What follows belongs to an exercise in optimizing a design on an open flow for small area, a short achievable clock period and few clock cycles; a production flow would make more cautious choices. Function was checked by simulation only, so behaviour that the tests miss may differ from the original. No activity file was given, so power comes from the tool's default toggle rates.

## flow/design.v

```verilog
`timescale 1ns / 1ps
module instruction_fetch (
    input   [32-1:0]     pc,          
    output  [11-1:0]  pc_aligned   
);
reg [11-1:0]  pc_aligned_reg;
reg [32-1:0]     pc_mask;
assign pc_aligned = pc_aligned_reg >> 2;
always @(*) begin
    pc_mask         =   (pc & 32'hfffffffc);
    pc_aligned_reg  =   pc_mask[0+:11];
end
endmodule
`timescale 1ns / 1ps
module program_counter (
    input                       clk,
    input                       rst_n,
    input   [32-1:0]     target_pc,
    input                       pc_src,
    input                       stall,
    output  [32-1:0]     pc
);
reg [32-1:0] pc_reg;
assign pc = pc_reg;
always @(posedge clk or negedge rst_n) begin
    if (rst_n == 1'd0) begin
        pc_reg  <=  32'h00000000;
    end
    else if (stall == 1'b1) begin
        pc_reg  <=  pc_reg;
    end
    else if (pc_src == 1'b1) begin
        pc_reg  <=  target_pc;
    end
    else begin
        pc_reg  <=  pc_reg + 32'd4;
    end
end
endmodule
`timescale 1ns / 1ps
module stage_ifid (
    input                       clk,
    input                       rst_n,
    input   [32-1:0]     current_pc_i,
    input   [32-1:0]   instruction_i,
    input                       stall,
    input                       flush,
    output  [32-1:0]     current_pc_o,
    output  [32-1:0]   instruction_o
);
reg [32-1:0]     current_pc_o_reg;
reg [32-1:0]   instruction_o_reg;
assign current_pc_o = current_pc_o_reg;
assign instruction_o = instruction_o_reg;
always @(posedge clk or negedge rst_n) begin
    if (rst_n == 1'd0) begin
        current_pc_o_reg    <=  32'h00000000;
    end
    else if (stall == 1'b1 || flush == 1'b1) begin
        current_pc_o_reg    <=  current_pc_o_reg;
    end
    else begin
        current_pc_o_reg    <=  current_pc_i;
    end
end
always @(posedge clk or negedge rst_n) begin
    if (rst_n == 1'd0) begin
        instruction_o_reg   <=  32'h00000000;
    end
    else if (stall == 1'b1) begin
        instruction_o_reg   <=  instruction_o_reg;
    end
    else if (flush == 1'b1) begin
        instruction_o_reg   <=  32'h00000013;
    end
    else begin
        instruction_o_reg   <=  instruction_i;
    end
end
endmodule
`timescale 1ns / 1ps
module instruction_decode (
    input   [32-1:0]       instruction,
    output                          branch_jump,
    output                          alu_src,
    output  [4-1:0]      alu_op,
    output                          mem_write,
    output                          mem_read,
    output  [3-1:0]   mem_mode,
    output                          mem_to_reg,
    output                          reg_write,
    output  [5-1:0]      reg_dest,
    output  [5-1:0]      reg_rs1,
    output                          reg_read1,
    output  [5-1:0]      reg_rs2,
    output                          reg_read2,
    output  [32-1:0]       imm,
    output                          env_exception,
    output                          bp_exception
);
reg                             branch_jump_reg;
reg                             alu_src_reg;
reg     [4-1:0]      alu_op_reg;
reg                             mem_write_reg;
reg                             mem_read_reg;
reg     [3-1:0]   mem_mode_reg;
reg                             mem_to_reg_reg;
reg                             reg_write_reg;
reg     [5-1:0]      reg_dest_reg;
reg     [5-1:0]      reg_rs1_reg;
reg                             reg_read1_reg;
reg     [5-1:0]      reg_rs2_reg;
reg                             reg_read2_reg;
reg     [32-1:0]       imm_reg;
reg                             env_exception_reg;
reg                             bp_exception_reg;
wire    [7-1:0]         opcode;
wire    [3-1:0]      funct3;
wire    [7-1:0]      funct7;
wire    [5-1:0]      rs1;
wire    [5-1:0]      rs2;
wire    [5-1:0]      rd;
wire    [32-1:0]       i_imm;       
wire    [32-1:0]       s_imm;       
wire    [32-1:0]       b_imm;       
wire    [32-1:0]       u_imm;       
wire    [32-1:0]       j_imm;       
assign  branch_jump     = branch_jump_reg;
assign  alu_src         = alu_src_reg;
assign  alu_op          = alu_op_reg;
assign  mem_write       = mem_write_reg;
assign  mem_read        = mem_read_reg;
assign  mem_mode        = mem_mode_reg;
assign  mem_to_reg      = mem_to_reg_reg;
assign  reg_write       = reg_write_reg;
assign  reg_dest        = reg_dest_reg;
assign  reg_rs1         = reg_rs1_reg;
assign  reg_read1       = reg_read1_reg;
assign  reg_rs2         = reg_rs2_reg;
assign  reg_read2       = reg_read2_reg;
assign  imm             = imm_reg;
assign  env_exception   = env_exception_reg;
assign  bp_exception    = bp_exception_reg;
assign  opcode          =   instruction[6:0];
assign  funct3          =   instruction[14:12];
assign  funct7          =   instruction[31:25];
assign  rs1             =   instruction[19:15];
assign  rs2             =   instruction[24:20];
assign  rd              =   instruction[11:7];
assign  i_imm           =   {{20{instruction[31]}},instruction[31:20]};
assign  s_imm           =   {{20{instruction[31]}},instruction[31:25],
                            instruction[11:7]};
assign  b_imm           =   {{20{instruction[31]}},instruction[7],
                            instruction[30:25],instruction[11:8],1'b0};
assign  u_imm           =   {instruction[31:12],12'd0};
assign  j_imm           =   {{12{instruction[31]}},instruction[19:12],
                            instruction[20],instruction[30:21],1'b0};
always @(*) begin
    if (opcode == 7'b1101111 || opcode == 7'b1100111 || opcode == 7'b1100011) begin
        branch_jump_reg =   1'b1;
    end
    else begin
        branch_jump_reg =   1'b0;
    end
end
always @(*) begin
    if (opcode == 7'b1100011 || opcode == 7'b0110011) begin
        alu_src_reg     =   1'b0;
    end
    else begin
        alu_src_reg     =   1'b1;
    end
end
always @(*) begin
    case (opcode)
        7'b0110111:                        alu_op_reg  =   4'd0;
        7'b0010111:                      alu_op_reg  =   4'd14;
        7'b1101111:                        alu_op_reg  =   4'd14;
        7'b1100111:                       alu_op_reg  =   4'd14;
        7'b1100011:      begin
            case (funct3)
                3'b000:             alu_op_reg  =   4'd10;
                3'b001:             alu_op_reg  =   4'd11;
                3'b100:             alu_op_reg  =   4'd8;
                3'b101:             alu_op_reg  =   4'd12;
                3'b110:            alu_op_reg  =   4'd9;
                3'b111:            alu_op_reg  =   4'd13;
                default :               alu_op_reg  =   4'd0;
            endcase
        end
        7'b0000011:                          alu_op_reg  =   4'd0;
        7'b0100011:                          alu_op_reg  =   4'd0;
        7'b0010011:      begin
            case (funct3)    
                3'b000:            alu_op_reg  =   4'd0;
                3'b010:            alu_op_reg  =   4'd8;
                3'b011:           alu_op_reg  =   4'd9;
                3'b100:            alu_op_reg  =   4'd4;
                3'b110:             alu_op_reg  =   4'd3;
                3'b111:            alu_op_reg  =   4'd2;
                3'b001:            alu_op_reg  =   4'd5;
                3'b101:    begin    
                    case (funct7)
                        7'b0000000:    alu_op_reg  =   4'd6;
                        7'b0100000:    alu_op_reg  =   4'd7;
                        default :       alu_op_reg  =   4'd0;
                    endcase
                end
            endcase
        end
        7'b0110011:      begin
            case (funct3)    
                3'b000: begin
                    case (funct7)
                        7'b0000000:     alu_op_reg  =   4'd0;
                        7'b0100000:     alu_op_reg  =   4'd1;
                        default :       alu_op_reg  =   4'd0;
                    endcase
                end
                3'b001:             alu_op_reg  =   4'd5;
                3'b010:             alu_op_reg  =   4'd8;
                3'b011:            alu_op_reg  =   4'd9;
                3'b100:             alu_op_reg  =   4'd4;
                3'b101:     begin
                    case (funct7)
                        7'b0000000:     alu_op_reg  =   4'd6;
                        7'b0100000:     alu_op_reg  =   4'd7;
                        default :       alu_op_reg  =   4'd0;
                    endcase
                end
                3'b110:              alu_op_reg  =   4'd3;
                3'b111:             alu_op_reg  =   4'd2;
            endcase
        end
        7'b0001111:                      alu_op_reg  =   4'd0;
        7'b1110011:                          alu_op_reg  =   4'd0;
        default :                       alu_op_reg  =   4'd0;
    endcase
end
always @(*) begin
    if (opcode == 7'b0100011) begin
        mem_write_reg   =   1'b1;
    end
    else begin
        mem_write_reg   =   1'b0;
    end
end
always @(*) begin
    if (opcode == 7'b0000011) begin
        mem_read_reg    =   1'b1;
    end
    else begin
        mem_read_reg    =   1'b0;
    end
end
always @(*) begin
    if (opcode == 7'b0000011 || opcode == 7'b0100011) begin
        case (funct3)
            3'b000: mem_mode_reg    =   3'd0;
            3'b001: mem_mode_reg    =   3'd1;
            3'b010: mem_mode_reg    =   3'd2;
            3'b100: mem_mode_reg    =   3'd3;
            3'b101: mem_mode_reg    =   3'd4;
            default :   mem_mode_reg    =   3'd0;
        endcase
    end
    else begin
        mem_mode_reg    =   3'd0;
    end
end
always @(*) begin
    if (opcode == 7'b0000011) begin
        mem_to_reg_reg  =   1'b1;
    end
    else begin
        mem_to_reg_reg  =   1'b0;
    end
end
always @(*) begin
    case (opcode)
        7'b0110111:    reg_write_reg   =   1'b1;
        7'b0010111:  reg_write_reg   =   1'b1;
        7'b1101111:    reg_write_reg   =   1'b1;
        7'b1100111:   reg_write_reg   =   1'b1;
        7'b0000011:      reg_write_reg   =   1'b1;
        7'b0010011:      reg_write_reg   =   1'b1;
        7'b0110011:      reg_write_reg   =   1'b1;
        7'b0001111:  reg_write_reg   =   1'b1;
        default :   reg_write_reg   =   1'b0;
    endcase
end
always @(*) begin
    case (opcode)
        7'b0110111:    reg_dest_reg    =   rd;
        7'b0010111:  reg_dest_reg    =   rd;
        7'b1101111:    reg_dest_reg    =   rd;
        7'b1100111:   reg_dest_reg    =   rd;
        7'b0000011:      reg_dest_reg    =   rd;
        7'b0010011:      reg_dest_reg    =   rd;
        7'b0110011:      reg_dest_reg    =   rd;
        7'b0001111:  reg_dest_reg    =   rd;
        default :   reg_dest_reg    =   5'd0;
    endcase
end
always @(*) begin
    case (opcode)
        7'b1100111:   reg_rs1_reg =   rs1;
        7'b1100011:      reg_rs1_reg =   rs1;
        7'b0000011:      reg_rs1_reg =   rs1;
        7'b0100011:      reg_rs1_reg =   rs1;
        7'b0010011:      reg_rs1_reg =   rs1;
        7'b0110011:      reg_rs1_reg =   rs1;
        7'b0001111:  reg_rs1_reg =   rs1;
        default :   reg_rs1_reg =   5'd0;
    endcase
end
always @(*) begin
    case (opcode)
        7'b1100111:   reg_read1_reg   =   1'b1;
        7'b1100011:      reg_read1_reg   =   1'b1;
        7'b0000011:      reg_read1_reg   =   1'b1;
        7'b0100011:      reg_read1_reg   =   1'b1;
        7'b0010011:      reg_read1_reg   =   1'b1;
        7'b0110011:      reg_read1_reg   =   1'b1;
        7'b0001111:  reg_read1_reg   =   1'b1;
        default :   reg_read1_reg   =   1'b0;
    endcase
end
always @(*) begin
    case (opcode)
        7'b1100011:      reg_rs2_reg =   rs2;
        7'b0100011:      reg_rs2_reg =   rs2;
        7'b0110011:      reg_rs2_reg =   rs2;
        default :   reg_rs2_reg =   5'd0;
    endcase
end
always @(*) begin
    case (opcode)
        7'b1100011:      reg_read2_reg   =   1'b1;
        7'b0100011:      reg_read2_reg   =   1'b1;
        7'b0110011:      reg_read2_reg   =   1'b1;
        default :   reg_read2_reg   =   1'b0;
    endcase
end
always @(*) begin
    case (opcode)
        7'b0110111:    imm_reg =   u_imm;
        7'b0010111:  imm_reg =   u_imm;
        7'b1101111:    imm_reg =   j_imm;
        7'b1100111:   imm_reg =   i_imm;
        7'b1100011:      imm_reg =   b_imm;
        7'b0000011:      imm_reg =   i_imm;
        7'b0100011:      imm_reg =   s_imm;
        7'b0010011:      imm_reg =   i_imm;
        default :   imm_reg =   32'h00000000;
    endcase
end
always @(*) begin
    if (instruction == 32'h00000073) begin
        env_exception_reg   =   1'b1;
    end
    else begin
        env_exception_reg   =   1'b0;
    end
end
always @(*) begin
    if (instruction == 32'h00100073) begin
        bp_exception_reg    =   1'b1;
    end
    else begin
        bp_exception_reg    =   1'b0;
    end
end
endmodule
`timescale 1ns / 1ps
module hazard_detection (
    input   [5-1:0]  id_rs1,
    input                       id_read1,
    input   [5-1:0]  id_rs2,
    input                       id_read2,
    input   [5-1:0]  idex_reg_rd,
    input                       idex_mem_read,
    input                       idex_reg_write,
    input   [5-1:0]  exmem_reg_rd,
    input                       exmem_mem_read,
    input   [32-1:0]   instruction,
    input                       env_exception,
    input                       bp_exception,
    output                      stall
);
reg                     stall_reg;
wire    [7-1:0] opcode;
assign stall    = stall_reg;
assign opcode   = instruction[6:0];
always @(*) begin
    if (env_exception == 1'b1) begin
        stall_reg   =   1'b1;
    end
    else if (bp_exception == 1'b1) begin
        stall_reg   =   1'b1;
    end
    else if (idex_mem_read == 1'b1 && 
            ((id_rs1 == idex_reg_rd && id_read1 == 1'b1) ||
             (id_rs2 == idex_reg_rd && id_read2 == 1'b1))) begin
        stall_reg   =   1'b1;
    end
    else if (opcode == 7'b1100111 || opcode == 7'b1100011) begin
        if (idex_reg_write == 1'b1 &&
            ((id_rs1 == idex_reg_rd && id_read1 == 1'b1) ||
            (id_rs2 == idex_reg_rd && id_read2 == 1'b1))) begin
            stall_reg   =   1'b1;
        end
        else if (exmem_mem_read == 1'b1 &&
            ((id_rs1 == exmem_reg_rd && id_read1 == 1'b1) ||
            (id_rs2 == exmem_reg_rd && id_read2 == 1'b1))) begin
            stall_reg   =   1'b1;
        end
        else begin
            stall_reg   =   1'b0;
        end
    end
    else begin
        stall_reg   =   1'b0;
    end
end
endmodule
`timescale 1ns / 1ps
module id_branch_jump (
    input                       alu_src,
    input   [4-1:0]  alu_op,
    input                       branch_jump,
    input   [32-1:0]     current_pc,
    input                       id_reg_read1,
    input   [5-1:0]  id_reg_rs1,
    input   [5-1:0]  id_reg_rs2,
    input   [5-1:0]  exmem_reg_dest,
    input   [5-1:0]  memwb_reg_dest,
    input                       exmem_reg_write,
    input                       memwb_reg_write,
    input   [32-1:0]   exmem_reg_wdata,
    input   [32-1:0]   wb_reg_wdata,
    input   [32-1:0]   reg_rdata1,
    input   [32-1:0]   reg_rdata2,
    input   [32-1:0]   imm,
    output  [32-1:0]     target_pc,
    output                      flush_pipeline,
    output                      pc_src
);
reg     [32-1:0]     target_pc_reg;
reg                         flush_pipeline_reg;
reg                         pc_src_reg;
wire    [32-1:0]   operand1;
reg     [32-1:0]   operand2;
reg     [32-1:0]   forwarding_rs1;
reg     [32-1:0]   forwarding_rs2;
reg     [32-1:0]   alu_result;
reg                         branch_flag;
assign target_pc        = target_pc_reg;
assign flush_pipeline   = flush_pipeline_reg;
assign pc_src           = pc_src_reg;
always @(*) begin
    if (exmem_reg_write == 1'b1 && 
        (exmem_reg_dest != 5'd0) &&
        (exmem_reg_dest == id_reg_rs1)) begin
        forwarding_rs1  =   exmem_reg_wdata;
    end
    else if (memwb_reg_write == 1'b1 && 
            (memwb_reg_dest != 5'd0) &&
            (memwb_reg_dest == id_reg_rs1)) begin
        forwarding_rs1  =   wb_reg_wdata;
    end
    else begin
        forwarding_rs1  =   reg_rdata1;
    end
end
always @(*) begin
    if (exmem_reg_write == 1'b1 && 
        (exmem_reg_dest != 5'd0) &&
        (exmem_reg_dest == id_reg_rs2)) begin
        forwarding_rs2  =   exmem_reg_wdata;
    end
    else if (memwb_reg_write == 1'b1 && 
            (memwb_reg_dest != 5'd0) &&
            (memwb_reg_dest == id_reg_rs2)) begin
        forwarding_rs2  =   wb_reg_wdata;
    end
    else begin
        forwarding_rs2  =   reg_rdata2;
    end
end
assign operand1 = forwarding_rs1;
always @(*) begin
    if (alu_src == 1'b1) begin
        operand2    =   imm;
    end
    else begin
        operand2    =   forwarding_rs2;
    end
end
always @(*) begin
    case (alu_op)
        4'd10:    branch_flag =   (operand1 == operand2);
        4'd11:   branch_flag =   (operand1 != operand2);
        4'd8:    begin    
                    branch_flag =   ({~operand1[31],operand1[30:0]} <
                                    {~operand2[31],operand2[30:0]});
        end
        4'd12:    begin    
                    branch_flag =   ({~operand1[31],operand1[30:0]} >=
                                    {~operand2[31],operand2[30:0]});
        end
        4'd9:   branch_flag =   (operand1 < operand2);
        4'd13:   branch_flag =   (operand1 >= operand2);
        default :   branch_flag =   1'b0;
    endcase
end
always @(*) begin
    if (branch_jump == 1'b1) begin
        if (alu_op == 4'd14 && id_reg_read1 == 1'b1) begin
            target_pc_reg   =   (operand1 + imm) & 32'hfffffffe;
        end
        else begin
            target_pc_reg   =   current_pc + imm;
        end
    end
    else begin
        target_pc_reg   =   32'h00000000;
    end
end
always @(*) begin
    if (branch_jump == 1'b1) begin
        if (alu_op == 4'd14) begin
            flush_pipeline_reg  =   1'b1;       
        end
        else begin
            flush_pipeline_reg  =   branch_flag;     
        end
    end
    else begin
        flush_pipeline_reg  =   1'b0;
    end
end
always @(*) begin
    if (branch_jump == 1'b1) begin
        if (alu_op == 4'd14) begin
            pc_src_reg  =   1'b1;   
        end
        else begin
            pc_src_reg  =   branch_flag;     
        end
    end
    else begin
        pc_src_reg  =   1'b0;
    end
end
endmodule
`timescale 1ns / 1ps
module id_control (
    input                           id_alu_src,
    input   [4-1:0]      id_alu_op,
    input                           id_mem_write,
    input                           id_mem_read,
    input   [3-1:0]   id_mem_mode,
    input                           id_mem_to_reg,
    input                           id_reg_write,
    input                           stall,
    output                          alu_src,
    output  [4-1:0]      alu_op,
    output                          mem_write,
    output                          mem_read,
    output  [3-1:0]   mem_mode,
    output                          mem_to_reg,
    output                          reg_write
);
reg                         alu_src_reg;
reg [4-1:0]      alu_op_reg;
reg                         mem_write_reg;
reg                         mem_read_reg;
reg [3-1:0]   mem_mode_reg;
reg                         mem_to_reg_reg;
reg                         reg_write_reg;
assign alu_src      = alu_src_reg;
assign alu_op       = alu_op_reg;
assign mem_write    = mem_write_reg;
assign mem_read     = mem_read_reg;
assign mem_mode     = mem_mode_reg;
assign mem_to_reg   = mem_to_reg_reg;
assign reg_write    = reg_write_reg;
always @(*) begin
    if (stall == 1'b1) begin
        alu_src_reg     =   1'b0;    
        alu_op_reg      =   4'd0;        
        mem_write_reg   =   1'b0;     
        mem_read_reg    =   1'b0;     
        mem_mode_reg    =   3'd0;       
        mem_to_reg_reg  =   1'b0;     
        reg_write_reg   =   1'b0;     
    end
    else begin
        alu_src_reg     =   id_alu_src;      
        alu_op_reg      =   id_alu_op;       
        mem_write_reg   =   id_mem_write;    
        mem_read_reg    =   id_mem_read;     
        mem_mode_reg    =   id_mem_mode;     
        mem_to_reg_reg  =   id_mem_to_reg;   
        reg_write_reg   =   id_reg_write;    
    end
end
endmodule
`timescale 1ns / 1ps
module stage_idex (
    input                           clk,     
    input                           rst_n,   
    input   [32-1:0]         pc_i,
    input                           branch_jump_i,
    input                           alu_src_i,
    input   [4-1:0]      alu_op_i,
    input                           mem_write_i,
    input                           mem_read_i,
    input   [3-1:0]   mem_mode_i,
    input                           mem_to_reg_i,
    input                           reg_write_i,
    input   [32-1:0]       reg_rdata1_i,    
    input   [32-1:0]       reg_rdata2_i,    
    input   [32-1:0]       imm_i,          
    input   [5-1:0]      rs1_i,           
    input   [5-1:0]      rs2_i,           
    input   [5-1:0]      rd_i,            
    output  [32-1:0]         pc_o,
    output                          branch_jump_o,
    output                          alu_src_o,
    output  [4-1:0]      alu_op_o,
    output                          mem_write_o,
    output                          mem_read_o,
    output  [3-1:0]   mem_mode_o,
    output                          mem_to_reg_o,
    output                          reg_write_o,
    output  [32-1:0]       reg_rdata1_o,    
    output  [32-1:0]       reg_rdata2_o,    
    output  [32-1:0]       imm_o,          
    output  [5-1:0]      rs1_o,           
    output  [5-1:0]      rs2_o,           
    output  [5-1:0]      rd_o            
);
reg [32-1:0]         pc_o_reg;
reg                         branch_jump_o_reg;
reg                         alu_src_o_reg;
reg [4-1:0]      alu_op_o_reg;
reg                         mem_write_o_reg;
reg                         mem_read_o_reg;
reg [3-1:0]   mem_mode_o_reg;
reg                         mem_to_reg_o_reg;
reg                         reg_write_o_reg;
reg [32-1:0]       reg_rdata1_o_reg;
reg [32-1:0]       reg_rdata2_o_reg;
reg [32-1:0]       imm_o_reg;
reg [5-1:0]      rs1_o_reg;
reg [5-1:0]      rs2_o_reg;
reg [5-1:0]      rd_o_reg;
assign pc_o             =  pc_o_reg;
assign branch_jump_o    =  branch_jump_o_reg;
assign alu_src_o        =  alu_src_o_reg;
assign alu_op_o         =  alu_op_o_reg;
assign mem_write_o      =  mem_write_o_reg;
assign mem_read_o       =  mem_read_o_reg;
assign mem_mode_o       =  mem_mode_o_reg;
assign mem_to_reg_o     =  mem_to_reg_o_reg;
assign reg_write_o      =  reg_write_o_reg;
assign reg_rdata1_o     =  reg_rdata1_o_reg;
assign reg_rdata2_o     =  reg_rdata2_o_reg;
assign imm_o            =  imm_o_reg;
assign rs1_o            =  rs1_o_reg;
assign rs2_o            =  rs2_o_reg;
assign rd_o             =  rd_o_reg;
always @(posedge clk or negedge rst_n) begin
    if (rst_n == 1'd0) begin
        pc_o_reg            <=  32'h00000000;
        branch_jump_o_reg   <=  1'b0;
        alu_src_o_reg       <=  1'b0;
        alu_op_o_reg        <=  4'd0;
        mem_write_o_reg     <=  1'b0;
        mem_read_o_reg      <=  1'b0;
        mem_mode_o_reg      <=  3'd0;
        mem_to_reg_o_reg    <=  1'b0;
        reg_write_o_reg     <=  1'b0;
        reg_rdata1_o_reg    <=  1'b0;
        reg_rdata2_o_reg    <=  1'b0;
        imm_o_reg           <=  32'h00000000;
        rs1_o_reg           <=  5'd0;
        rs2_o_reg           <=  5'd0;
        rd_o_reg            <=  5'd0;
    end
    else begin
        pc_o_reg            <=  pc_i;
        branch_jump_o_reg   <=  branch_jump_i;
        alu_src_o_reg       <=  alu_src_i;
        alu_op_o_reg        <=  alu_op_i;
        mem_write_o_reg     <=  mem_write_i;
        mem_read_o_reg      <=  mem_read_i;
        mem_mode_o_reg      <=  mem_mode_i;
        mem_to_reg_o_reg    <=  mem_to_reg_i;
        reg_write_o_reg     <=  reg_write_i;
        reg_rdata1_o_reg    <=  reg_rdata1_i;
        reg_rdata2_o_reg    <=  reg_rdata2_i;
        imm_o_reg           <=  imm_i;
        rs1_o_reg           <=  rs1_i;
        rs2_o_reg           <=  rs2_i;
        rd_o_reg            <=  rd_i;
    end
end
endmodule
`timescale 1ns / 1ps
module execution (
    input   [32-1:0]     pc,
    input                       branch_jump,
    input                       alu_src,     
    input   [4-1:0]  alu_op,
    input   [32-1:0]   imm,
    input   [32-1:0]   reg_rdata1,
    input   [32-1:0]   reg_rdata2,
    input   [5-1:0]  rs1,
    input   [5-1:0]  rs2,
    input                       exmem_reg_write,
    input                       memwb_reg_write,
    input   [5-1:0]  exmem_reg_rd,
    input   [5-1:0]  memwb_reg_rd,
    input   [32-1:0]   exmem_reg_wdata,
    input   [32-1:0]   wb_reg_wdata,
    output  [32-1:0]   alu_result,  
    output  [32-1:0]   mem_wdata    
);
reg     [32-1:0]   alu_result_reg;  
wire    [32-1:0]   operand1;
reg     [32-1:0]   operand2;
reg     [32-1:0]   forwarding_rs1;
reg     [32-1:0]   forwarding_rs2;
assign  alu_result  = alu_result_reg;
always @(*) begin
    if (exmem_reg_write == 1'b1 && 
        (exmem_reg_rd != 5'd0) &&
        (exmem_reg_rd == rs1)) begin
        forwarding_rs1  =   exmem_reg_wdata;
    end
    else if (memwb_reg_write == 1'b1 && 
            (memwb_reg_rd != 5'd0) &&
            (memwb_reg_rd == rs1)) begin
        forwarding_rs1  =   wb_reg_wdata;
    end
    else begin
        forwarding_rs1  =   reg_rdata1;
    end
end
always @(*) begin
    if (exmem_reg_write == 1'b1 && 
        (exmem_reg_rd != 5'd0) &&
        (exmem_reg_rd == rs2)) begin
        forwarding_rs2  =   exmem_reg_wdata;
    end
    else if (memwb_reg_write == 1'b1 && 
            (memwb_reg_rd != 5'd0) &&
            (memwb_reg_rd == rs2)) begin
        forwarding_rs2  =   wb_reg_wdata;
    end
    else begin
        forwarding_rs2  =   reg_rdata2;
    end
end
assign  operand1    = forwarding_rs1;
always @(*) begin
    if (alu_src == 1'b1) begin
        operand2    =   imm;
    end
    else begin
        operand2    =   forwarding_rs2;
    end
end
always @(*) begin
    case (alu_op)
        4'd0:   alu_result_reg  =   operand1 + operand2;
        4'd1:   alu_result_reg  =   operand1 - operand2;
        4'd2:   alu_result_reg  =   operand1 & operand2;
        4'd3:    alu_result_reg  =   operand1 | operand2;
        4'd4:   alu_result_reg  =   operand1 ^ operand2;
        4'd5:   alu_result_reg  =   operand1 << operand2[4:0];
        4'd6:   alu_result_reg  =   operand1 >> operand2[4:0];
        4'd7:   alu_result_reg  =   (operand1 >> operand2[4:0]) | 
                                ({32{operand1[31]}} << (32 - operand2[4:0]));
        4'd8:    begin
                    alu_result_reg  =   ({~operand1[31],operand1[30:0]} <
                                        {~operand2[31],operand2[30:0]});
        end
        4'd9:   alu_result_reg  =   (operand1 < operand2);
        4'd14: begin
            if (branch_jump) begin
                    alu_result_reg  =   pc + 4;          
            end
            else begin
                    alu_result_reg  =   pc + operand2;   
            end
        end
        default :   alu_result_reg  =   32'h00000000;
    endcase
end
assign  mem_wdata   = forwarding_rs2;
endmodule
`timescale 1ns / 1ps
module stage_exmem (
    input                           clk,     
    input                           rst_n,   
    input                           mem_write_i,
    input                           mem_read_i,
    input   [3-1:0]   mem_mode_i,
    input                           mem_to_reg_i,
    input   [32-1:0]       alu_result_i,
    input   [32-1:0]       mem_wdata_i,
    input   [5-1:0]      rd_i,
    input                           reg_write_i,
    output                          mem_write_o,
    output                          mem_read_o,
    output  [3-1:0]   mem_mode_o,
    output                          mem_to_reg_o,
    output  [32-1:0]       alu_result_o,
    output  [32-1:0]       mem_wdata_o,
    output  [5-1:0]      rd_o,
    output                          reg_write_o
);
reg                         mem_write_o_reg;
reg                         mem_read_o_reg;
reg [3-1:0]   mem_mode_o_reg;
reg                         mem_to_reg_o_reg;
reg [32-1:0]       alu_result_o_reg;
reg [32-1:0]       mem_wdata_o_reg;
reg [5-1:0]      rd_o_reg;
reg                         reg_write_o_reg;
assign mem_write_o  =   mem_write_o_reg;
assign mem_read_o   =   mem_read_o_reg;
assign mem_mode_o   =   mem_mode_o_reg;
assign mem_to_reg_o =   mem_to_reg_o_reg;
assign alu_result_o =   alu_result_o_reg;
assign mem_wdata_o  =   mem_wdata_o_reg;
assign rd_o         =   rd_o_reg;
assign reg_write_o  =   reg_write_o_reg;
always @(posedge clk or negedge rst_n) begin
    if (rst_n == 1'd0) begin
        mem_write_o_reg     <=  1'b0;
        mem_read_o_reg      <=  1'b0;
        mem_mode_o_reg      <=  3'd0;
        mem_to_reg_o_reg    <=  1'b0;
        alu_result_o_reg    <=  32'h00000000;
        mem_wdata_o_reg     <=  32'h00000000;
        rd_o_reg            <=  5'd0;
        reg_write_o_reg     <=  1'b0;
    end
    else begin
        mem_write_o_reg     <=  mem_write_i;
        mem_read_o_reg      <=  mem_read_i;
        mem_mode_o_reg      <=  mem_mode_i;
        mem_to_reg_o_reg    <=  mem_to_reg_i;
        alu_result_o_reg    <=  alu_result_i;
        mem_wdata_o_reg     <=  mem_wdata_i;
        rd_o_reg            <=  rd_i;
        reg_write_o_reg     <=  reg_write_i;
    end
end
endmodule
`timescale 1ns / 1ps
module memory_access (
    input   [32-1:0]       mem_wdata,
    input   [32-1:0]       mem_addr,
    input   [3-1:0]   mem_mode,
    input                           mem_write,
    input                           mem_read,
    output  [9-1:0]      dcache_addr,
    output                          dcache_ceb,
    output  [4-1:0]      dcache_bweb,
    output  [32-1:0]       dcache_wdata
);
reg [9-1:0]  dcache_addr_reg;
reg                     dcache_ceb_reg;
reg [4-1:0]  dcache_bweb_reg;
reg [32-1:0]   dcache_wdata_reg;
assign  dcache_addr     =   dcache_addr_reg;
assign  dcache_ceb      =   dcache_ceb_reg;
assign  dcache_bweb     =   dcache_bweb_reg;
assign  dcache_wdata    =   dcache_wdata_reg;
always @(*) begin
    if (mem_write == 1'b1 || mem_read == 1'b1) begin
        dcache_addr_reg =   (mem_addr[9-1:0] >> 2);
    end
    else begin
        dcache_addr_reg =   9'd0;
    end
end
always @(*) begin
    if (mem_write == 1'b1 || mem_read == 1'b1) begin
        dcache_ceb_reg  =   1'b1;
    end
    else begin
        dcache_ceb_reg  =   1'b0;
    end
end
always @(*) begin
    if (mem_write == 1'b1) begin
        case (mem_mode)
            3'd0:  begin
                case (mem_addr[1:0])     
                    2'b00:      dcache_bweb_reg     =   4'b0001;
                    2'b01:      dcache_bweb_reg     =   4'b0010;
                    2'b10:      dcache_bweb_reg     =   4'b0100;
                    2'b11:      dcache_bweb_reg     =   4'b1000;
                endcase
            end
            3'd1: begin
                case (mem_addr[1:0])     
                    2'b00:      dcache_bweb_reg     =   4'b0011;
                    2'b10:      dcache_bweb_reg     =   4'b1100;
                    default :   dcache_bweb_reg     =   4'b0000;
                endcase
            end
            3'd2:  dcache_bweb_reg =   4'b1111;
            default :   dcache_bweb_reg =   4'b0000;
        endcase
    end
    else begin
        dcache_bweb_reg =   4'b0000;
    end
end
always @(*) begin
    if (mem_write == 1'b1) begin
        case (mem_mode)
            3'd0:  begin
                case (mem_addr[1:0])
                    2'b00:  dcache_wdata_reg    =   mem_wdata;
                    2'b01:  dcache_wdata_reg    =   mem_wdata << 8;
                    2'b10:  dcache_wdata_reg    =   mem_wdata << 16;
                    2'b11:  dcache_wdata_reg    =   mem_wdata << 24;
                endcase
            end
            3'd1: begin
                case (mem_addr[1:0])
                    2'b00:  dcache_wdata_reg    =   mem_wdata;
                    2'b10:  dcache_wdata_reg    =   mem_wdata << 16;
                    default : dcache_wdata_reg  =   32'h00000000;
                endcase
            end
            3'd2:  begin
                dcache_wdata_reg    =   mem_wdata;
            end
            default :   dcache_wdata_reg    =   32'h00000000;
        endcase
    end
    else begin
        dcache_wdata_reg    =   32'h00000000;
    end
end
endmodule
`timescale 1ns / 1ps
module stage_memwb (
    input                           clk,     
    input                           rst_n,   
    input                           mem_read_i,
    input   [3-1:0]   mem_mode_i,
    input                           mem_to_reg_i,
    input   [5-1:0]      rd_i,
    input   [32-1:0]       alu_result_i,
    input                           reg_write_i,
    output                          mem_read_o,
    output  [3-1:0]   mem_mode_o,
    output                          mem_to_reg_o,
    output  [5-1:0]      rd_o,
    output  [32-1:0]       alu_result_o,
    output                          reg_write_o
);
reg                         mem_read_o_reg;
reg [3-1:0]   mem_mode_o_reg;
reg                         mem_to_reg_o_reg;
reg [5-1:0]      rd_o_reg;
reg [32-1:0]       alu_result_o_reg;
reg                         reg_write_o_reg;
assign mem_read_o   =   mem_read_o_reg;
assign mem_mode_o   =   mem_mode_o_reg;
assign mem_to_reg_o =   mem_to_reg_o_reg;
assign rd_o         =   rd_o_reg;
assign alu_result_o =   alu_result_o_reg;
assign reg_write_o  =   reg_write_o_reg;
always @(posedge clk or negedge rst_n) begin
    if (rst_n == 1'd0) begin
        mem_read_o_reg      <=  1'b0;
        mem_mode_o_reg      <=  3'd0;
        mem_to_reg_o_reg    <=  1'b0;
        rd_o_reg            <=  5'd0;
        alu_result_o_reg    <=  32'h00000000;
        reg_write_o_reg     <=  1'b0;
    end
    else begin
        mem_read_o_reg      <=  mem_read_i;
        mem_mode_o_reg      <=  mem_mode_i;
        mem_to_reg_o_reg    <=  mem_to_reg_i;
        rd_o_reg            <=  rd_i;
        alu_result_o_reg    <=  alu_result_i;
        reg_write_o_reg     <=  reg_write_i;
    end
end
endmodule
`timescale 1ns / 1ps
module writeback (
    input                           mem_read,
    input   [3-1:0]   mem_mode,    
    input                           mem_to_reg,
    input   [5-1:0]      rd,
    input   [32-1:0]       alu_result,
    input                           reg_web,
    input   [32-1:0]       mem_rdata,
    output                          reg_write,   
    output  [5-1:0]      reg_waddr,   
    output  [32-1:0]       reg_wdata
);
reg                     reg_write_reg;
reg [5-1:0]  reg_waddr_reg;
reg [32-1:0]   reg_wdata_reg;
assign reg_write = reg_write_reg;
assign reg_waddr = reg_waddr_reg;
assign reg_wdata = reg_wdata_reg;
always @(*) begin
    if (reg_web == 1'b1) begin
        reg_write_reg   =   1'b1;
    end
    else begin
        reg_write_reg   =   1'b0;
    end
end
always @(*) begin
    if (reg_web == 1'b1) begin
        reg_waddr_reg   =   rd;
    end
    else begin
        reg_waddr_reg   =   5'd0;
    end
end
always @(*) begin
    if (reg_web == 1'b1) begin
        if (mem_to_reg == 1'b1 && mem_read == 1'b1) begin
            case (mem_mode)
                3'd0:      begin
                    case (alu_result[1:0])  
                        2'b00:  reg_wdata_reg   =
                                    {{24{mem_rdata[7]}},mem_rdata[7:0]};
                        2'b01:  reg_wdata_reg   =
                                    {{24{mem_rdata[15]}},mem_rdata[15:8]};
                        2'b10:  reg_wdata_reg   =
                                    {{24{mem_rdata[23]}},mem_rdata[23:16]};
                        2'b11:  reg_wdata_reg   =
                                    {{24{mem_rdata[31]}},mem_rdata[31:24]};
                    endcase
                end
                3'd1:     begin
                    case (alu_result[1:0])  
                        2'b00:  reg_wdata_reg   =
                                    {{16{mem_rdata[15]}},mem_rdata[15:0]};
                        2'b10:  reg_wdata_reg   =
                                    {{16{mem_rdata[31]}},mem_rdata[31:16]};
                        default : reg_wdata_reg =   32'h00000000;
                    endcase
                end
                3'd2:      begin
                                reg_wdata_reg   =   mem_rdata;
                end
                3'd3:     begin
                    case (alu_result[1:0])  
                        2'b00:  reg_wdata_reg   =   {24'd0,mem_rdata[7:0]};
                        2'b01:  reg_wdata_reg   =   {24'd0,mem_rdata[15:8]};
                        2'b10:  reg_wdata_reg   =   {24'd0,mem_rdata[23:16]};
                        2'b11:  reg_wdata_reg   =   {24'd0,mem_rdata[31:24]};
                    endcase
                end
                3'd4:    begin
                    case (alu_result[1:0])  
                        2'b00:  reg_wdata_reg   =   {16'd0,mem_rdata[15:0]};
                        2'b10:  reg_wdata_reg   =   {16'd0,mem_rdata[31:16]};
                        default : reg_wdata_reg =   32'h00000000;
                    endcase
                end
                default :       reg_wdata_reg   =   32'h00000000;
            endcase
        end
        else begin
            reg_wdata_reg   =   alu_result;
        end
    end
    else begin
        reg_wdata_reg   =   32'h00000000;
    end
end
endmodule
`timescale 1ns / 1ps
module regfile (
    input                       clk,     
    input                       rst_n,   
    input   [5-1:0]  rs1_addr,
    input   [5-1:0]  rs2_addr,
    input                       rs1_en,  
    input                       rs2_en,
    input   [5-1:0]  waddr,
    input   [32-1:0]   wdata,
    input                       wen,  
    output  [32-1:0]   rs1_data,
    output  [32-1:0]   rs2_data
);
reg [32-1:0]   rf_mem [0:32-1];
reg [32-1:0]   rs1_data_reg;
reg [32-1:0]   rs2_data_reg;
integer                 i;   
assign rs1_data = rs1_data_reg;
assign rs2_data = rs2_data_reg;
always @(posedge clk or negedge rst_n) begin
    if (rst_n == 1'd0) begin
        for ( i = 0; i < 32; i = i + 1) begin
            rf_mem[i] <= 32'h00000000;
        end
    end
    else if ((wen == 1'b1) && (waddr != 5'd0)) begin
        rf_mem[waddr] <= wdata;
    end
end
always @(*) begin
    if (rs1_en == 1'b1) begin
        if ((wen == 1'b1) && (waddr != 5'd0) && 
            (waddr == rs1_addr)) begin
            rs1_data_reg    =   wdata;
        end
        else begin
            rs1_data_reg    =   rf_mem[rs1_addr];
        end
    end
    else begin
        rs1_data_reg = 32'h00000000;
    end
end
always @(*) begin
    if (rs2_en == 1'b1) begin
        if ((wen == 1'b1) && (waddr != 5'd0) && 
            (waddr == rs2_addr)) begin
            rs2_data_reg    =   wdata;
        end
        else begin
            rs2_data_reg    =   rf_mem[rs2_addr];
        end
    end
    else begin
        rs2_data_reg = 32'h00000000;
    end
end
endmodule
`timescale 1ns / 1ps
module cpu_top (
    input                       clk,
    input                       rst_n,
    output  [32-1:0]     ext_pc,
    input   [32-1:0]   imem_rdata,
    output  [9-1:0]  dmem_addr,
    output                      dmem_en,
    output  [4-1:0]  dmem_we,
    output  [32-1:0]   dmem_wdata,
    input   [32-1:0]   dmem_rdata
);
wire    [32-1:0]         target_pc;
wire                            pc_src;
wire                            stall;
wire    [32-1:0]         pc;
wire    [11-1:0]      pc_aligned;
wire    [32-1:0]       instruction;
wire                            flush;
wire    [32-1:0]         ifid_pc;
wire    [32-1:0]       ifid_instruction;
wire                            id_branch_jump;
wire                            id_alu_src;
wire    [4-1:0]      id_alu_op;
wire                            id_mem_write;
wire                            id_mem_read;
wire    [3-1:0]   id_mem_mode;
wire                            id_mem_to_reg;
wire                            id_reg_write;
wire    [5-1:0]      id_reg_dest;
wire    [5-1:0]      id_reg_rs1;
wire                            id_reg_read1;
wire    [5-1:0]      id_reg_rs2;
wire                            id_reg_read2;
wire    [32-1:0]       id_imm;
wire                            env_exception;
wire                            bp_exception;
wire                            control_alu_src;
wire    [4-1:0]      control_alu_op;
wire                            control_mem_write;
wire                            control_mem_read;
wire    [3-1:0]   control_mem_mode;
wire                            control_mem_to_reg;
wire                            control_reg_write;
wire    [32-1:0]         idex_pc;
wire                            idex_branch_jump;
wire                            idex_alu_src;
wire    [4-1:0]      idex_alu_op;
wire                            idex_mem_write;
wire                            idex_mem_read;
wire    [3-1:0]   idex_mem_mode;
wire                            idex_mem_to_reg;
wire                            idex_reg_write;
wire    [32-1:0]       idex_reg_rdata1;
wire    [32-1:0]       idex_reg_rdata2;
wire    [32-1:0]       idex_imm;
wire    [5-1:0]      idex_rs1;
wire    [5-1:0]      idex_rs2;
wire    [5-1:0]      idex_reg_rd;
wire    [32-1:0]       alu_result;
wire    [32-1:0]       mem_wdata;
wire                            exmem_mem_write;
wire                            exmem_mem_read;
wire    [3-1:0]   exmem_mem_mode;
wire                            exmem_mem_to_reg;
wire    [32-1:0]       exmem_alu_result;
wire    [32-1:0]       exmem_mem_wdata;
wire    [5-1:0]      exmem_reg_dest;
wire                            exmem_reg_write;
wire    [9-1:0]      mem_dcache_addr;
wire                            mem_dcache_ceb;
wire                            mem_dcache_web;
wire    [4-1:0]      mem_dcache_bweb;
wire    [32-1:0]       mem_dcache_wdata;
wire    [32-1:0]       mem_rdata;
wire                            memwb_mem_read;
wire    [3-1:0]   memwb_mem_mode;
wire                            memwb_mem_to_reg;
wire    [5-1:0]      memwb_reg_dest;
wire    [32-1:0]       memwb_alu_result;
wire                            memwb_reg_write;
wire    [32-1:0]       memwb_mem_rdata;
wire                            wb_reg_write;
wire    [5-1:0]      wb_reg_waddr;
wire    [32-1:0]       wb_reg_wdata;
wire    [32-1:0]       rs1_data;
wire    [32-1:0]       rs2_data;
wire    [32-1:0]       dcache_dout;
wire                            clk_cpu;
assign ext_pc       = pc;
program_counter u_program_counter(
    .clk       ( clk_cpu   ),
    .rst_n     ( rst_n     ),
    .target_pc ( target_pc ),
    .pc_src    ( pc_src    ),
    .stall     ( stall     ),
    .pc        ( pc        )
);
instruction_fetch u_instruction_fetch(
    .pc         ( pc            ),
    .pc_aligned ( pc_aligned    )
);
stage_ifid u_stage_ifid(
    .clk           ( clk_cpu          ),
    .rst_n         ( rst_n            ),
    .current_pc_i  ( pc               ),
    .instruction_i ( instruction      ),
    .stall         ( stall            ),
    .flush         ( flush            ),
    .current_pc_o  ( ifid_pc          ),
    .instruction_o ( ifid_instruction )
);
instruction_decode u_instruction_decode(
    .instruction   ( ifid_instruction ),
    .branch_jump   ( id_branch_jump   ),
    .alu_src       ( id_alu_src       ),
    .alu_op        ( id_alu_op        ),
    .mem_write     ( id_mem_write     ),
    .mem_read      ( id_mem_read      ),
    .mem_mode      ( id_mem_mode      ),
    .mem_to_reg    ( id_mem_to_reg    ),
    .reg_write     ( id_reg_write     ),
    .reg_dest      ( id_reg_dest      ),
    .reg_rs1       ( id_reg_rs1       ),
    .reg_read1     ( id_reg_read1     ),
    .reg_rs2       ( id_reg_rs2       ),
    .reg_read2     ( id_reg_read2     ),
    .imm           ( id_imm           ),
    .env_exception ( env_exception    ),
    .bp_exception  ( bp_exception     )
);
hazard_detection u_hazard_detection(
    .id_rs1         ( id_reg_rs1       ),
    .id_read1       ( id_reg_read1     ),
    .id_rs2         ( id_reg_rs2       ),
    .id_read2       ( id_reg_read2     ),
    .idex_reg_rd    ( idex_reg_rd      ),
    .idex_mem_read  ( idex_mem_read    ),
    .idex_reg_write ( idex_reg_write   ),
    .exmem_reg_rd   ( exmem_reg_dest   ),
    .exmem_mem_read ( exmem_mem_read   ),
    .instruction    ( ifid_instruction ),
    .env_exception  ( env_exception    ),
    .bp_exception   ( bp_exception     ),
    .stall          ( stall            )
);
id_branch_jump u_id_branch_jump(
    .alu_src         ( id_alu_src       ),
    .alu_op          ( id_alu_op        ),
    .branch_jump     ( id_branch_jump   ),
    .current_pc      ( ifid_pc          ),
    .id_reg_read1    ( id_reg_read1     ),
    .id_reg_rs1      ( id_reg_rs1       ),
    .id_reg_rs2      ( id_reg_rs2       ),
    .exmem_reg_dest  ( exmem_reg_dest   ),
    .memwb_reg_dest  ( memwb_reg_dest   ),
    .exmem_reg_write ( exmem_reg_write  ),
    .memwb_reg_write ( memwb_reg_write  ),
    .exmem_reg_wdata ( exmem_alu_result ),
    .wb_reg_wdata    ( wb_reg_wdata     ),
    .reg_rdata1      ( rs1_data         ),
    .reg_rdata2      ( rs2_data         ),
    .imm             ( id_imm           ),
    .target_pc       ( target_pc        ),
    .flush_pipeline  ( flush            ),
    .pc_src          ( pc_src           )
);
id_control u_id_control(
    .id_alu_src     ( id_alu_src          ),
    .id_alu_op      ( id_alu_op           ),
    .id_mem_write   ( id_mem_write        ),
    .id_mem_read    ( id_mem_read         ),
    .id_mem_mode    ( id_mem_mode         ),
    .id_mem_to_reg  ( id_mem_to_reg       ),
    .id_reg_write   ( id_reg_write        ),
    .stall          ( stall               ),
    .alu_src        ( control_alu_src     ),
    .alu_op         ( control_alu_op      ),
    .mem_write      ( control_mem_write   ),
    .mem_read       ( control_mem_read    ),
    .mem_mode       ( control_mem_mode    ),
    .mem_to_reg     ( control_mem_to_reg  ),
    .reg_write      ( control_reg_write   )
);
stage_idex u_stage_idex(
    .clk           ( clk_cpu            ),
    .rst_n         ( rst_n              ),
    .pc_i          ( ifid_pc            ),
    .branch_jump_i ( id_branch_jump     ),
    .alu_src_i     ( control_alu_src    ),
    .alu_op_i      ( control_alu_op     ),
    .mem_write_i   ( control_mem_write  ),
    .mem_read_i    ( control_mem_read   ),
    .mem_mode_i    ( control_mem_mode   ),
    .mem_to_reg_i  ( control_mem_to_reg ),
    .reg_write_i   ( control_reg_write  ),
    .reg_rdata1_i  ( rs1_data           ),
    .reg_rdata2_i  ( rs2_data           ),
    .imm_i         ( id_imm             ),
    .rs1_i         ( id_reg_rs1         ),
    .rs2_i         ( id_reg_rs2         ),
    .rd_i          ( id_reg_dest        ),
    .pc_o          ( idex_pc            ),
    .branch_jump_o ( idex_branch_jump   ),
    .alu_src_o     ( idex_alu_src       ),
    .alu_op_o      ( idex_alu_op        ),
    .mem_write_o   ( idex_mem_write     ),
    .mem_read_o    ( idex_mem_read      ),
    .mem_mode_o    ( idex_mem_mode      ),
    .mem_to_reg_o  ( idex_mem_to_reg    ),
    .reg_write_o   ( idex_reg_write     ),
    .reg_rdata1_o  ( idex_reg_rdata1    ),
    .reg_rdata2_o  ( idex_reg_rdata2    ),
    .imm_o         ( idex_imm           ),
    .rs1_o         ( idex_rs1           ),
    .rs2_o         ( idex_rs2           ),
    .rd_o          ( idex_reg_rd        )
);
execution u_execution(
    .pc              ( idex_pc          ),
    .branch_jump     ( idex_branch_jump ),
    .alu_src         ( idex_alu_src     ),
    .alu_op          ( idex_alu_op      ),
    .imm             ( idex_imm         ),
    .reg_rdata1      ( idex_reg_rdata1  ),
    .reg_rdata2      ( idex_reg_rdata2  ),
    .rs1             ( idex_rs1         ),
    .rs2             ( idex_rs2         ),
    .exmem_reg_write ( exmem_reg_write  ),
    .memwb_reg_write ( memwb_reg_write  ),
    .exmem_reg_rd    ( exmem_reg_dest   ),
    .memwb_reg_rd    ( memwb_reg_dest   ),
    .exmem_reg_wdata ( exmem_alu_result ),
    .wb_reg_wdata    ( wb_reg_wdata     ),
    .alu_result      ( alu_result       ),
    .mem_wdata       ( mem_wdata        )
);
stage_exmem u_stage_exmem(
    .clk          ( clk_cpu          ),
    .rst_n        ( rst_n            ),
    .mem_write_i  ( idex_mem_write   ),
    .mem_read_i   ( idex_mem_read    ),
    .mem_mode_i   ( idex_mem_mode    ),
    .mem_to_reg_i ( idex_mem_to_reg  ),
    .alu_result_i ( alu_result       ),
    .mem_wdata_i  ( mem_wdata        ),
    .rd_i         ( idex_reg_rd      ),
    .reg_write_i  ( idex_reg_write   ),
    .mem_write_o  ( exmem_mem_write  ),
    .mem_read_o   ( exmem_mem_read   ),
    .mem_mode_o   ( exmem_mem_mode   ),
    .mem_to_reg_o ( exmem_mem_to_reg ),
    .alu_result_o ( exmem_alu_result ),
    .mem_wdata_o  ( exmem_mem_wdata  ),
    .rd_o         ( exmem_reg_dest   ),
    .reg_write_o  ( exmem_reg_write  )
);
memory_access u_memory_access(
    .mem_wdata    ( exmem_mem_wdata  ),
    .mem_addr     ( exmem_alu_result ),
    .mem_mode     ( exmem_mem_mode   ),
    .mem_write    ( exmem_mem_write  ),
    .mem_read     ( exmem_mem_read   ),
    .dcache_addr  ( mem_dcache_addr  ),
    .dcache_ceb   ( mem_dcache_ceb   ),
    .dcache_bweb  ( mem_dcache_bweb  ),
    .dcache_wdata ( mem_dcache_wdata )
);
stage_memwb u_stage_memwb(
    .clk          ( clk_cpu          ),
    .rst_n        ( rst_n            ),
    .mem_read_i   ( exmem_mem_read   ),
    .mem_mode_i   ( exmem_mem_mode   ),
    .mem_to_reg_i ( exmem_mem_to_reg ),
    .rd_i         ( exmem_reg_dest   ),
    .alu_result_i ( exmem_alu_result ),
    .reg_write_i  ( exmem_reg_write  ),
    .mem_read_o   ( memwb_mem_read   ),
    .mem_mode_o   ( memwb_mem_mode   ),
    .mem_to_reg_o ( memwb_mem_to_reg ),
    .rd_o         ( memwb_reg_dest   ),
    .alu_result_o ( memwb_alu_result ),
    .reg_write_o  ( memwb_reg_write  )
);
writeback u_writeback(
    .mem_read   ( memwb_mem_read   ),
    .mem_mode   ( memwb_mem_mode   ),
    .mem_to_reg ( memwb_mem_to_reg ),
    .rd         ( memwb_reg_dest   ),
    .alu_result ( memwb_alu_result ),
    .reg_web    ( memwb_reg_write  ),
    .mem_rdata  ( dcache_dout      ),
    .reg_write  ( wb_reg_write     ),
    .reg_waddr  ( wb_reg_waddr     ),
    .reg_wdata  ( wb_reg_wdata     )
);
regfile u_regfile(
    .clk      ( clk_cpu      ),
    .rst_n    ( rst_n        ),
    .rs1_addr ( id_reg_rs1   ),
    .rs2_addr ( id_reg_rs2   ),
    .rs1_en   ( id_reg_read1 ),
    .rs2_en   ( id_reg_read2 ),
    .waddr    ( wb_reg_waddr ),
    .wdata    ( wb_reg_wdata ),
    .wen      ( wb_reg_write ),
    .rs1_data ( rs1_data     ),
    .rs2_data ( rs2_data     )
);
assign instruction      = imem_rdata;
assign dmem_addr        = mem_dcache_addr;
assign dmem_en          = mem_dcache_ceb;
assign dmem_we          = mem_dcache_bweb;
assign dmem_wdata       = mem_dcache_wdata;
assign dcache_dout      = dmem_rdata;
assign clk_cpu          = clk;
endmodule
```

## flow/run.sh

```bash
#!/bin/bash
# synth_recipe.tcl (not shown) runs the flow's synth.tcl, then flattens the netlist and writes it again
# the make line also repeats each setting of config.mk as NAME=value (left out here)
make -C /OpenROAD-flow-scripts/flow DESIGN_CONFIG=/design/flow/config.mk WORK_HOME=/design/flow/orfs CLKGATE_MAP_FILE= SYNTH_SCRIPT=/design/flow/synth_recipe.tcl finish
```

## flow/config.mk

```make
export PLATFORM = sky130hd
export DESIGN_NAME = cpu_top
export DESIGN_NICKNAME = cpu_top
export VERILOG_FILES = /design/flow/design.v
export SDC_FILE = /design/flow/constraint.sdc
export NUM_CORES = 4
export LEC_CHECK = 0
export CAP_MARGIN = 20
export CORE_MARGIN = 2
export CORE_UTILIZATION = 30
export PLACE_DENSITY = 0.45
export SLEW_MARGIN = 20
```

## flow/constraint.sdc

```tcl
create_clock -name core_clock -period 10.0 [get_ports {clk}]
set_input_delay 2.0000 -clock core_clock [delete_from_list [all_inputs] [get_ports {clk}]]
set_output_delay 2.0000 -clock core_clock [all_outputs]
set_load 0.01 [all_outputs]
```

==> run summary <==
final cells by class:
| class | count | area, µm² | share of cell area |
|---|---|---|---|
| clock buffer | 229 | 4730 | 0.0511 |
| sequential | 1392 | 34800 | 0.376 |
| inverter | 163 | 617 | 0.00666 |
| timing repair buffer | 477 | 4480 | 0.0484 |
| tap | 3533 | 4420 | 0.0478 |
| multi-input combinational | 6784 | 42400 | 0.458 |
| clock inverter | 74 | 1030 | 0.0111 |
| antenna | 13 | 32.5 | 0.000351 |
power groups by stage:
stage / registers, mW / clock network (mW) / logic [mW]
final: 6.03 / 6.53 / 1.08
after global routing: 6.04 / 6.81 / 1.16
after CTS: 6.02 / 6.59 / 1.06
after detailed placement: 6.12 / 0 / 1.05
after global placement: 6.12 / 0 / 1.05
after floorplan: 5.99 / 0 / 0.561
per-stage QoR:
stage | util | hold slack [ps]
global route | 0.349 | 363
finish | 0.349 | 347
global placement | 0.327 | 338
detailed placement | 0.327 | 335
CTS | 0.348 | 348
floorplan | - | 331
synth_stat cells, types with 33 or more instances:
cell type  count
buf_2         56
a21oi_1      300
a22oi_1      403
nor2b_1       55
a211oi_1      48
a31o_2        48
o211ai_1      57
nor4_1        36
a221oi_1     296
nand2b_1      40
inv_1        158
ha_1         226
and2_1        33
nand2_1     1529
xor2_1        57
buf_1         63
and3_1        36
clkbuf_1     672
o21a_1        33
a22o_1       271
xnor2_1       99
mux2i_1      150
nand3_1      136
dfrtp_1     1392
mux2_2        81
o21ai_0     1382
a21o_1       108
nor3_1       141
a222oi_1      78
a31oi_1       72
nor2_1       468
nand4_1      187
how the worst max path moves through the flow:
stage | to | slack (ps) | cells past startpoint
6_report | u_program_counter.pc_reg[24]$_DFFE_PN0P_ | 700 | 25
5_1_grt | u_program_counter.pc_reg[24]$_DFFE_PN0P_ | 600 | 28
4_1_cts | u_stage_ifid.current_pc_o_reg[11]$_DFFE_PN0N_ | 1180 | 27
3_5_place_dp | u_stage_ifid.current_pc_o_reg[11]$_DFFE_PN0N_ | 1120 | 24
3_3_place_gp | u_stage_ifid.current_pc_o_reg[16]$_DFFE_PN0N_ | 1110 | 22
2_1_floorplan | u_stage_exmem.alu_result_o_reg[30]$_DFF_PN0_ | 3170 | 22
metal layers:
| layer | global-route usage | vias to the layer above |
|---|---|---|
| met1 | 0.474 | 41000 |
| met5 | 0.000527 | - |
| met2 | 0.481 | 6062 |
| met3 | 0.116 | 1494 |
| met4 | 0.176 | 24 |
| li1 | - | 33400 |
kinds of logic (layout without fill, tap and decap cells):
family	count (synthesis)	count (layout)	share of synthesized area
other cells	1	15	0.0000468
buf+inv	966	943	0.0470
flops	1392	1392	0.435
mux	240	240	0.0326
simple gates	2817	2817	0.156
fa+ha+maj	231	231	0.0366
compound gates	3336	3336	0.275
xor+xnor	158	158	0.0175
layout by cell type (no fill, tap or decap), drive strengths merged, types with 32 or more instances in the layout:
master and instances:
dfrtp 1392, a221oi 297, and2 34, clkinv 45, clkbuf 229, or3 32, clkdlybuf4s50 140, nor4 38
o21a 33, nand4 187, nand3 136, o211ai 60, a22o 271, a21o 108, nand2b 40, nor3 142
xnor2 101, nor2b 55, and3 36, nor2 469, a22oi 403, a211oi 48, buf 337, mux2i 150
nand2 1529, a31o 48, mux2 82, a21oi 300, a222oi 78, a31oi 73, xor2 57, o21ai 1390
inv 168, ha 226
==> impl_results.md <==
- Dominant cells by area after synthesis: dfrtp_1 44%, o21ai_0 8.6%, nand2_1 7.2%
- Number of global-route vias before repair: 76600
- Sw Pwr: 3.78 mW
- Final GP Congestion: 0.991
- Largest net degree at the start of global routing: 151
- Vias per cell: 6.47
- WP data required: 10700 ps
- Post-synth top flop: dfrtp_1
- Antenna violations before repair: 35
- Met1 Routed Length: 201000 µm
- Vias: 82000
- Max-cap viol count: 0
- Wirelength, routed: 484000 µm
- Synthesized area: 0.0800 mm²
- Largest register FFs: 1024
- Clock-pin slew on the worst setup and hold paths: 60 ps
- Most flops, register: u_regfile.rf_mem
- Skew-Pair Late Insertion Delay: 900 ps
- Post-CTS Setup Inserts: 0
- Most frequent cell on the critical path: o21ai_0
- P&R area growth vs syn: 15.6%
- Slew Viols, Final: 0
- Port bufs: 141
- Power per cell area: 147 mW/mm²
- Final instance area: 0.0926 mm²
- Seq pwr share: 0.442
- Nets: 9283
- Rows: 189
- Setup TNS: 0 ps
- Final cell count without fillers: 12700
- TritonCTS Buffers: 168
- Reg2reg path depth: 25
- Post-DP HPWL: 327000 µm
- Worst path bufs/invs: 2
- Die Y: 521 µm
- Top delay family on crit path: simple AND/OR/NAND/NOR gates
- Die width: 521 µm
- Worst Hold Endpoint: u_stage_exmem.mem_mode_o_reg[1]$_DFF_PN0_
- Clk sinks: 1392
- Critical R2R Launch: u_stage_ifid.instruction_o_reg[18]$_DFFE_PN0P_
- Seq/Total Area, Yosys: 0.435
- Core area: 0.265 mm²
- Post-place setup slack: 1120 ps
- Hold_sp: u_stage_idex.mem_mode_o_reg[1]$_DFF_PN0_
- P_leak: 40.7 nW
- Gate count after technology mapping: 9141
- Hold Crit Class: reg -> reg
- Hold buffer count at cts: 0
- Period minus WS final: 9300 ps
- I/O pins: 144
- CTS tree: yes
- Met3 Wirelength: 59800 µm
- First-pass GRT wire length: 658000 µm
- Setup violators final: 0
- Share of cells above drive strength 1: 0.103
- Post-cts repair resize count: 0
- Most area-hungry cell type in the Yosys netlist: dfrtp_1
- Int Power: 9.86 mW
- Slowest cell on the critical path: nor2b_1
- RSZ-0062 raised after global routing: false
- Worst endpoint data arrival time: 10000 ps
- Switching Share: 0.277
- Power Total: 13.6 mW
- Critical Path End Type: register
- CTS H-Tree Depth: 4
- Slew @ Worst Pin: 1370 ps
- Max incr delay on CP: 930 ps
- Final worst slack: 698 ps
- Mean Syn Cell Area: 8.76 µm²
- 1st-pass router iterations: 13
- Yosys Warn Count: 15
- Crit path max fanout: 75
- Cell variety after synth: 104
- Hold depth: 0
- Kind of critical path: reg -> reg
- Share of flip-flops with an asynchronous set or reset: 1.00
- Uppermost layer routed: met5
- Comb power frac: 0.079
- Clk pwr share: 0.479
- Cell count after placement: 12300
- DR WL/cell: 38.3 µm
- Final Hold Viols: 0
- Outcome: complete, no violations
- Worst slew margin: 0.0864
- Setup crit start kind: register
- Effective utilization at floorplan: 0.302
- Clock tree buffer depth: 3
- Crit path launch: u_stage_ifid.instruction_o_reg[18]$_DFFE_PN0P_
- Number of flops mapped to enable cells by yosys: 0
- Met2 WL: 193000 µm
- Reg2Reg Setup Slack: 700 ps
- Clock Skew: 81.5 ps
- Top-area cell type share of the netlist area: 0.435
- Total track usage: 0.346
- Root buffer cell: clkbuf_16
- Drt drc: 0
- Final ANT Viol Nets: 0
- Fill cell count: 27200
- Drt initial violations: 13900
- DIE AREA: 0.271 mm²
- Peak VDD IR: 0.000195 V
- GRT overflow: 0
- Reg-to-reg critical path endpoint: u_program_counter.pc_reg[24]$_DFFE_PN0P_
- Dpl cell area: 0.0867 mm²
- Highest clock rate: 108 MHz
- Yosys reg bits: 1392
- Fin crit share: 0.930

## re-timing with driven ports
How much do the figures lean on ideal ports? The routed layout below was timed once more, with nothing changed but the port constraints. Step 1, drivers: a clkbuf_16 drives clk and a buf_2 each remaining input, both assumed. Step 2 adds t to the input delays and takes it off the output delays; t is the mean of the earliest and latest rising clock arrival at the registers after step 1. Input paths then give back, and output paths get back, about the clock's delay inside the block. Three values: no drivers, after step 1, after step 2; two values: the first two.
t, ns: 0.956
setup slack, ns: 0.698 / 0.698 / 0.698
clock arrival spread, ns: 0.084 / 0.084
slew at the worst register clock pin (ns): 0.07 / 0.07
After both steps this run still meets setup and hold. For this run, drivers alone change the setup slack by 0.000 ns; drivers and shift together by 0.000 ns.
